Context: an optimization exercise on an open-source flow, tuned for small area. The choices shown serve that exercise and are no tape-out recipe.
The RTL was checked by simulation tests, not by an equivalence proof against the original design.

==> v10 <==
// SPC700
module SPC700(
    input wire CLK,
    input wire RST_N,
    input wire RDY,
    input wire [7:0] D_IN,
    output wire [7:0] D_OUT,
    output reg [15:0] A_OUT,
    output reg WE_N,
    input wire [7:0] DBG_REG,
    input wire [7:0] DBG_DAT_IN,
    input wire DBG_DAT_WR
);
reg [7:0] A; reg [7:0] X; reg [7:0] Y; reg [7:0] SP; reg [7:0] PSW; reg [7:0] T;
wire [15:0] PC;
reg [7:0] IR;
wire [3:0] NextState;
wire [7:0] NextIR;
reg [3:0] STATE;
reg GotInterrupt;
reg JumpTaken;
wire EN;
reg STPExec;
wire [7:0] CToBit; wire [7:0] BitToC;
wire [7:0] BitMask;
wire [39:0] MC;
wire [9:0] MC_ALU_CTRL = MC[39:30];
wire [1:0] MC_STATE_CTRL = MC[29:28];
wire [1:0] MC_ADDR_BUS = MC[27:26];
wire [5:0] MC_ADDR_CTRL = MC[25:20];
wire [2:0] MC_LOAD_PC = MC[19:17];
wire [1:0] MC_LOAD_SP = MC[16:15];
wire [1:0] MC_LOAD_AXY = MC[14:13];
wire [2:0] MC_LOAD_P = MC[12:10];
wire [1:0] MC_LOAD_T = MC[9:8];
wire [4:0] MC_BUS_CTRL = MC[7:3];
wire [2:0] MC_OUT_BUS = MC[2:0];
wire [7:0] SB; wire [7:0] DB;
wire [15:0] AX;
wire [7:0] AluR;
wire [15:0] MulDivR;
wire CO; wire VO; wire SO; wire ZO; wire HO; wire DivZO; wire DivSO; wire DivVO; wire DivHO;
wire w16;
reg [2:0] nBit;
assign EN = RDY &  ~STPExec;
assign NextIR = (STATE != 4'b0000) ? IR : GotInterrupt == 1'b1 ? 8'h0F : D_IN;
always @(posedge CLK) begin
    if(EN == 1'b1) begin
      JumpTaken <= 1'b0;
      if(STATE == 4'b0000 && D_IN[3:0] == 4'h0 && D_IN[4] == 1'b1) begin
        case(D_IN[7:6])
        2'b00 : JumpTaken <= PSW[7] ^ ~D_IN[5];
        2'b01 : JumpTaken <= PSW[6] ^ ~D_IN[5];
        2'b10 : JumpTaken <= PSW[0] ^ ~D_IN[5];
        default : JumpTaken <= PSW[1] ^ ~D_IN[5];
        endcase
      end
      else if(STATE == 4'b0011 && IR[3:0] == 4'h3) begin
        JumpTaken <= D_IN[IR[7:5]] ^ IR[4];
      end
      else if((STATE == 4'b0010 && IR == 8'hFE) ||
              (STATE == 4'b0011 && (IR == 8'h6E || IR == 8'h2E)) ||
  ...
==> module SPC700_BCDAdj, before the edit <==
module SPC700_BCDAdj(
    input wire [7:0] A,
    input wire ADD,
    input wire CI,
    input wire HI,
    output wire [7:0] B,
    output wire CO
);
wire loGt9 = A[3] & (A[2] | A[1]);
wire hiGt9 = A[7] & (A[6] | A[5]);
wire hiIs9 = A[7:4] == 4'h9;
wire hiAdj = (CI == ~ADD) || hiGt9 || (hiIs9 && loGt9);
wire loAdj = (HI == ~ADD) || loGt9;
wire [7:0] delta = {1'b0, hiAdj, hiAdj, 2'b00, loAdj, loAdj, 1'b0};
assign B = delta ^ {8{ADD}};
assign CO = hiAdj ? ~ADD : CI;
endmodule
==> module SPC700_ALU, before the edit <==
module SPC700_ALU(
    input wire CLK,
    input wire EN,
    input wire [9:0] CTRL,   
    input wire [7:0] L,
    input wire [7:0] R,
    input wire w16,
    input wire CI,
    input wire VI,
    input wire ZI,
    input wire HI,
    input wire DivZI,
    input wire DivSI,
    input wire DivVI,
    input wire DivHI,
    output wire CO,
    output reg VO,
    output reg SO,
    output wire ZO,
    output wire HO,
    output wire [7:0] RES
);
reg [7:0] tIntR;
reg CR; reg COut; reg HOut; wire tZ; reg SaveC;
wire CIIn; wire ADDIn;
wire [7:0] AddR; wire [7:0] BCDB;
wire isBCD = CTRL[6:4] == 3'b110;
wire AddCO; wire AddVO; wire AddHO;
wire BCDCO;
reg [7:0] tResult;
always @* begin
    CR = CI;
    case(CTRL[9:7])
    3'b000 : begin
      CR = R[7];
      tIntR = {R[6:0],1'b0};
    end
    3'b001 : begin
      CR = R[7];
      tIntR = {R[6:0],CI};
    end
    3'b010 : begin
      CR = R[0];
      tIntR = {1'b0,R[7:1]};
    end
    3'b011 : begin
      CR = R[0];
      tIntR = {CI,R[7:1]};
    end
    3'b100 : begin
      tIntR = 8'h00;
    end
    3'b101 : begin
      tIntR = 8'h01;
    end
    3'b110 : begin
      tIntR = R;
    end
    3'b111 : begin
      tIntR =  ~R;
    end
    default : begin
    end
    endcase
  end
  always @(posedge CLK) begin
    if(EN == 1'b1 && CTRL[6] == 1'b1) begin
      SaveC <= AddCO;
    end
  end
  assign CIIn = CTRL[1] == 1'b1 ? SaveC : CTRL[3] == 1'b0 ? CI : CTRL[4];
  assign ADDIn =  ~CTRL[4];
  SPC700_AddSub AddSub(
    .A(L),
    .B(isBCD ? BCDB : tIntR),
    .CI(isBCD ? CTRL[3] : CIIn),
    .ADD(ADDIn),
    .S(AddR),
    .CO(AddCO),
    .VO(AddVO),
    .HO(AddHO));
  SPC700_BCDAdj BCD(
    .A(L),
    .ADD(CTRL[3]),
    .CI(CI),
    .HI(HI),
    .B(BCDB),
    .CO(BCDCO));
  always @* begin
    HOut = 1'b0;
    COut = CR;
    case(CTRL[6:3])
    4'b0000 : begin
      tResult = L | tIntR;
    end
    4'b0001 : begin
      tResult = L & tIntR;
    end
    4'b0010 : begin
      tResult = L ^ tIntR;
    end
    4'b0011 : begin
      tResult = tIntR;
    end
    4'b0100 : begin
      tResult = tIntR & ( ~L);
    end
    4'b0101 : begin
      tResult = tIntR | L;
    end
    4'b0110 : begin
      tResult = {tIntR[3:0],tIntR[7:4]};
    end
    4'b1000,4'b1010,4'b1001,4'b1011 : begin
      tResult = AddR;
      COut = AddCO;
      HOut = AddHO;
    end
    4'b1100,4'b1101 : begin
      tResult = AddR;
      COut = BCDCO;
    end
    4'b1110 : begin
      tResult = tIntR;
    end
    4'b1111 : begin
      tResult = tIntR;
      HOut = DivHI;
    end
    default : begin
      tResult = 8'h00;
    end
    endcase
  end
  always @* begin
    VO = VI;
    SO = CTRL[6:4] == 3'b111 ? DivSI : tResult[7];
    case(CTRL[6:3])
    4'b1000 : begin
      VO = AddVO;
    end
    4'b1010 : begin
      VO = AddVO;
    end
    4'b1111 : begin
      VO = DivVI;
    end
    default : begin
    end
    endcase
  end
  assign tZ = CTRL[6:4] == 3'b111 ? DivZI : tResult == 8'h00 ? 1'b1 : 1'b0;
  assign ZO = w16 == 1'b1 ? ZI & tZ : tZ;
  assign CO = CTRL[0] == 1'b1 ? COut : CI;
  assign HO = CTRL[2] == 1'b1 ? HOut : HI;
  assign RES = tResult;
endmodule
clock: 12.0 ns
lec_check: 0
abc_area: 1
cap_margin: 20
core_margin: 2
core_utilization: 40
gpl_timing_driven: 0
setup_slack_margin: 0.3
slew_margin: 20
synth_memory_max_bits: 262144
standard.sh (not shown) runs the stock make flow with config.mk's settings and CLKGATE_MAP_FILE= SYNTH_SCRIPT=/design/flow/synth_recipe.tcl, a recipe that flattens the netlist after the stock synthesis.
==> flow/flow/run.sh <==
#!/bin/bash
# The standard layout (the standard.sh, unchanged synthesis and steps),
# with two settings passed to it:
#  - the input and output ports are buffered with sky130_fd_sc_hd__buf_2
#    instead of the (larger) buffer ORFS picks by default;
#  - clock tree synthesis inserts no dummy loads.
# The full output of the run goes to standard.log in this folder; ORFS keeps
# each step's log under orfs/logs/.
set -euo pipefail
export BUFFER_PORTS_ARGS="-buffer_cell sky130_fd_sc_hd__buf_2"
export CTS_ARGS="-sink_clustering_enable -repair_clock_nets -dont_use_dummy_load"
bash standard.sh > standard.log 2>&1
==> inputs of v30, as changes to v10 <==
--- a/flow/design.v
+++ b/flow/design.v
@@ -2181,26 +2181,26 @@
 endgenerate
 assign CO = c[W];
 endmodule
 module SPC700_BCDAdj(
     input wire [7:0] A,
     input wire ADD,
     input wire CI,
     input wire HI,
-    output wire [7:0] B,
+    output wire [7:0] R,
     output wire CO
 );
 wire loGt9 = A[3] & (A[2] | A[1]);
 wire hiGt9 = A[7] & (A[6] | A[5]);
 wire hiIs9 = A[7:4] == 4'h9;
 wire hiAdj = (CI == ~ADD) || hiGt9 || (hiIs9 && loGt9);
 wire loAdj = (HI == ~ADD) || loGt9;
 wire [7:0] delta = {1'b0, hiAdj, hiAdj, 2'b00, loAdj, loAdj, 1'b0};
-assign B = delta ^ {8{ADD}};
+SPC700_RAdd #(8) adj(.A(A), .B(delta ^ {8{ADD}}), .CI(ADD), .S(R), .CO());
 assign CO = hiAdj ? ~ADD : CI;
 endmodule
 module SPC700_ALU(
     input wire CLK,
     input wire EN,
     input wire [9:0] CTRL,   
     input wire [7:0] L,
     input wire [7:0] R,
@@ -2218,18 +2218,17 @@
     output reg SO,
     output wire ZO,
     output wire HO,
     output wire [7:0] RES
 );
 reg [7:0] tIntR;
 reg CR; reg COut; reg HOut; wire tZ; reg SaveC;
 wire CIIn; wire ADDIn;
-wire [7:0] AddR; wire [7:0] BCDB;
-wire isBCD = CTRL[6:4] == 3'b110;
+wire [7:0] AddR; wire [7:0] BCDR;
 wire AddCO; wire AddVO; wire AddHO;
 wire BCDCO;
 reg [7:0] tResult;
 always @* begin
     CR = CI;
     case(CTRL[9:7])
     3'b000 : begin
       CR = R[7];
@@ -2267,29 +2266,29 @@
     if(EN == 1'b1 && CTRL[6] == 1'b1) begin
       SaveC <= AddCO;
     end
   end
   assign CIIn = CTRL[1] == 1'b1 ? SaveC : CTRL[3] == 1'b0 ? CI : CTRL[4];
   assign ADDIn =  ~CTRL[4];
   SPC700_AddSub AddSub(
     .A(L),
-    .B(isBCD ? BCDB : tIntR),
-    .CI(isBCD ? CTRL[3] : CIIn),
+    .B(tIntR),
+    .CI(CIIn),
     .ADD(ADDIn),
     .S(AddR),
     .CO(AddCO),
     .VO(AddVO),
     .HO(AddHO));
   SPC700_BCDAdj BCD(
     .A(L),
     .ADD(CTRL[3]),
     .CI(CI),
     .HI(HI),
-    .B(BCDB),
+    .R(BCDR),
     .CO(BCDCO));
   always @* begin
     HOut = 1'b0;
     COut = CR;
     case(CTRL[6:3])
     4'b0000 : begin
       tResult = L | tIntR;
     end
@@ -2312,17 +2311,17 @@
       tResult = {tIntR[3:0],tIntR[7:4]};
     end
     4'b1000,4'b1010,4'b1001,4'b1011 : begin
       tResult = AddR;
       COut = AddCO;
       HOut = AddHO;
     end
     4'b1100,4'b1101 : begin
-      tResult = AddR;
+      tResult = BCDR;
       COut = BCDCO;
     end
     4'b1110 : begin
       tResult = tIntR;
     end
     4'b1111 : begin
       tResult = tIntR;
       HOut = DivHI;
@@ -2360,21 +2359,18 @@
     input wire EN,
     input wire [9:0] CTRL,   
     input wire FIRST,        
     input wire LAST,         
     input wire [7:0] A,
     input wire [7:0] X,
     input wire [7:0] Y,
     input wire [7:0] AL,
-    output wire [15:0] RES,
-    output reg [7:0] YNEW,
-    output reg [7:0] ANEW,
-    output reg YWE,
-    output reg AWE,
+    output reg [15:0] RES,
+    output reg STEP,
     output reg ZO,
     output wire SO,
     output wire VO,
     output wire HO
 );
 wire isMul = CTRL[6:3] == 4'b1110;
 wire isDiv = CTRL[6:3] == 4'b1111;
 reg Q8, H;
@@ -2407,33 +2403,45 @@
 endfunction
 wire ovf = rge({1'b0, Y}, {X, 1'b0});
 wire useA = isDiv & LAST;
 wire useShift = isDiv & ~FIRST & ~LAST;
 wire [7:0] opA = (isMul & FIRST) ? 8'h00 : useA ? A : useShift ? {Y[6:0], A[7]} : Y;
 wire [7:0] opB = isMul ? (A[0] ? (FIRST ? Y : AL) : 8'h00) : (useA ? X : ~X);
 wire [8:0] sum = radd8(opA, opB, isDiv & ~LAST);
 wire dGe = sum[8] | (useShift & Y[7]);
+wire [7:0] dNewY = dGe ? sum[7:0] : opA;
 always @(posedge CLK) begin
     if (EN) begin
         if (isDiv && FIRST) begin
             Q8 <= ovf | dGe;
             H <= rge({5'b0, Y[3:0]}, {5'b0, X[3:0]});
         end
     end
 end
 always @* begin
-    YNEW = isMul ? sum[8:1] : (dGe | LAST) ? sum[7:0] : opA;
-    ANEW = isMul ? {sum[0], A[7:1]} : LAST ? 8'hFF : {A[6:0], dGe};
-    YWE = isMul | (isDiv & ~ovf & ~LAST) | (isDiv & ovf & LAST);
-    AWE = isMul | (isDiv & ~ovf & ~FIRST & ~LAST) | (isDiv & ovf & LAST);
-    ZO = isMul ? (sum[8:1] == 8'h00) : (~ovf & (A == 8'h00));
+    STEP = 1'b0;
+    ZO = 1'b0;
+    RES = 16'h0000;
+    if (isMul) begin
+        RES = {sum[8:1], sum[0], A[7:1]};
+        STEP = 1'b1;
+        ZO = sum[8:1] == 8'h00;
+    end else if (isDiv) begin
+        if (LAST) begin
+            STEP = 1'b1;
+            RES = ovf ? {sum[7:0], 8'hFF} : {Y, A};
+            ZO = ~ovf & (A == 8'h00);
+        end else begin
+            STEP = ~ovf;
+            RES = FIRST ? {dNewY, A} : {dNewY, A[6:0], dGe};
+        end
+    end
 end
-assign RES = {YNEW, ANEW};
-assign SO = isMul ? ANEW[7] : ~ovf ? A[7] : 1'b1;
+assign SO = RES[7];
 assign VO = Q8;
 assign HO = H;
 endmodule
 module SPC700(
     input wire CLK,
     input wire RST_N,
     input wire RDY,
     input wire [7:0] D_IN,
@@ -2560,33 +2568,29 @@
     .DivVI(DivVO),
     .DivHI(DivHO),
     .CO(CO),
     .VO(VO),
     .SO(SO),
     .ZO(ZO),
     .HO(HO),
     .RES(AluR));
-wire [7:0] MulDivY, MulDivA;
-wire MulDivYWE, MulDivAWE;
+wire MulDivStep;
 MulDiv MulDiv(
     .CLK(CLK),
     .EN(EN),
     .CTRL(MC_ALU_CTRL),
     .FIRST(STATE == 4'b0001),
     .LAST(STATE == 4'b1010),
     .A(A),
     .X(X),
     .Y(Y),
     .AL(AX[7:0]),
     .RES(MulDivR),
-    .YNEW(MulDivY),
-    .ANEW(MulDivA),
-    .YWE(MulDivYWE),
-    .AWE(MulDivAWE),
+    .STEP(MulDivStep),
     .ZO(DivZO),
     .SO(DivSO),
     .VO(DivVO),
     .HO(DivHO));
 always @(posedge CLK) begin
     if(RST_N == 1'b0) begin
       A <= 8'b0;
       X <= 8'b0;
@@ -2597,18 +2601,20 @@
           case(DBG_REG)
           8'h00 : A <= DBG_DAT_IN;
           8'h01 : X <= DBG_DAT_IN;
           8'h02 : Y <= DBG_DAT_IN;
           default : ;
           endcase
         end
       end else begin
-        if(MulDivAWE == 1'b1) A <= MulDivA;
-        if(MulDivYWE == 1'b1) Y <= MulDivY;
+        if(MulDivStep == 1'b1) begin
+          A <= MulDivR[7:0];
+          Y <= MulDivR[15:8];
+        end
         if(MC_LOAD_AXY == 2'b10) X <= AluR;
         if(MC_LOAD_AXY == 2'b01) A <= AluR;
         if(MC_LOAD_AXY == 2'b11) Y <= AluR;
       end
     end
 end
 wire [7:0] SPNext;
 SPC700_RAdd #(8) spAdd(.A(SP), .B({{7{MC_LOAD_SP[1]}}, 1'b1}), .CI(1'b0), .S(SPNext), .CO());
==> flow/flow/run.sh (replaced) <==
#!/bin/bash
# The standard layout (the standard.sh, unchanged synthesis and steps),
# with two settings passed to it:
#  - the input and output ports are buffered with sky130_fd_sc_hd__buf_1,
#    the smallest buffer, instead of the buffer ORFS picks by default;
#  - clock tree synthesis inserts no dummy loads.
# The full output of the run goes to standard.log in this folder; ORFS keeps
# each step's log under orfs/logs/.
set -euo pipefail
export BUFFER_PORTS_ARGS="-buffer_cell sky130_fd_sc_hd__buf_1"
export CTS_ARGS="-sink_clustering_enable -repair_clock_nets -dont_use_dummy_load"
bash standard.sh > standard.log 2>&1
Settings changed: SETUP_SLACK_MARGIN 0.3 to not set.
==> inputs of v16, as changes to v10 <==
--- a/flow/design.v
+++ b/flow/design.v
@@ -2181,26 +2181,26 @@
 endgenerate
 assign CO = c[W];
 endmodule
 module SPC700_BCDAdj(
     input wire [7:0] A,
     input wire ADD,
     input wire CI,
     input wire HI,
-    output wire [7:0] B,
+    output wire [7:0] R,
     output wire CO
 );
 wire loGt9 = A[3] & (A[2] | A[1]);
 wire hiGt9 = A[7] & (A[6] | A[5]);
 wire hiIs9 = A[7:4] == 4'h9;
 wire hiAdj = (CI == ~ADD) || hiGt9 || (hiIs9 && loGt9);
 wire loAdj = (HI == ~ADD) || loGt9;
 wire [7:0] delta = {1'b0, hiAdj, hiAdj, 2'b00, loAdj, loAdj, 1'b0};
-assign B = delta ^ {8{ADD}};
+SPC700_RAdd #(8) adj(.A(A), .B(delta ^ {8{ADD}}), .CI(ADD), .S(R), .CO());
 assign CO = hiAdj ? ~ADD : CI;
 endmodule
 module SPC700_ALU(
     input wire CLK,
     input wire EN,
     input wire [9:0] CTRL,   
     input wire [7:0] L,
     input wire [7:0] R,
@@ -2218,18 +2218,17 @@
     output reg SO,
     output wire ZO,
     output wire HO,
     output wire [7:0] RES
 );
 reg [7:0] tIntR;
 reg CR; reg COut; reg HOut; wire tZ; reg SaveC;
 wire CIIn; wire ADDIn;
-wire [7:0] AddR; wire [7:0] BCDB;
-wire isBCD = CTRL[6:4] == 3'b110;
+wire [7:0] AddR; wire [7:0] BCDR;
 wire AddCO; wire AddVO; wire AddHO;
 wire BCDCO;
 reg [7:0] tResult;
 always @* begin
     CR = CI;
     case(CTRL[9:7])
     3'b000 : begin
       CR = R[7];
@@ -2267,29 +2266,29 @@
     if(EN == 1'b1 && CTRL[6] == 1'b1) begin
       SaveC <= AddCO;
     end
   end
   assign CIIn = CTRL[1] == 1'b1 ? SaveC : CTRL[3] == 1'b0 ? CI : CTRL[4];
   assign ADDIn =  ~CTRL[4];
   SPC700_AddSub AddSub(
     .A(L),
-    .B(isBCD ? BCDB : tIntR),
-    .CI(isBCD ? CTRL[3] : CIIn),
+    .B(tIntR),
+    .CI(CIIn),
     .ADD(ADDIn),
     .S(AddR),
     .CO(AddCO),
     .VO(AddVO),
     .HO(AddHO));
   SPC700_BCDAdj BCD(
     .A(L),
     .ADD(CTRL[3]),
     .CI(CI),
     .HI(HI),
-    .B(BCDB),
+    .R(BCDR),
     .CO(BCDCO));
   always @* begin
     HOut = 1'b0;
     COut = CR;
     case(CTRL[6:3])
     4'b0000 : begin
       tResult = L | tIntR;
     end
@@ -2312,17 +2311,17 @@
       tResult = {tIntR[3:0],tIntR[7:4]};
     end
     4'b1000,4'b1010,4'b1001,4'b1011 : begin
       tResult = AddR;
       COut = AddCO;
       HOut = AddHO;
     end
     4'b1100,4'b1101 : begin
-      tResult = AddR;
+      tResult = BCDR;
       COut = BCDCO;
     end
     4'b1110 : begin
       tResult = tIntR;
     end
     4'b1111 : begin
       tResult = tIntR;
       HOut = DivHI;
==> summary of the runs <==
- v16 completed with no timing, DRC or antenna violations. v10 completed without violations. v30 finished with negative setup slack left.
- The highest clock skew belongs to v10, the lowest to v16.
- The highest area after synthesis belongs to v16, the lowest to v10.
- In sequential cell count, v30 and v16 do not differ.
- Clock-buffer cell count is the same in v30 and v10.

separate check: timing with driven ports:
Ports are ideal in the flow. The routed layouts listed here were re-timed in OpenROAD.
Step 1 assumes that a clkbuf_16 drives the clock port and a buf_2 every other input.
Step 2, shift: input delay + t, output delay - t, t = (earliest + latest rising clock arrival at the registers) / 2. This alone moves slack from input paths to output paths.
Three values: ideal ports, drivers, drivers and shift; two values: the first two.
run	shift t [ns]	slack for setup (ns)	hold WS [ns]	worst slew at a driven data input, ns
v10	0.411	0.509 / 0.461 / 0.872	0.461 / 0.461 / 0.461	0.04
v30	0.420	-0.067 / -0.113 / 0.307	0.466 / 0.466 / 0.466	0.06
v16	0.424	0.452 / 0.396 / 0.582	0.467 / 0.467 / 0.467	0.05
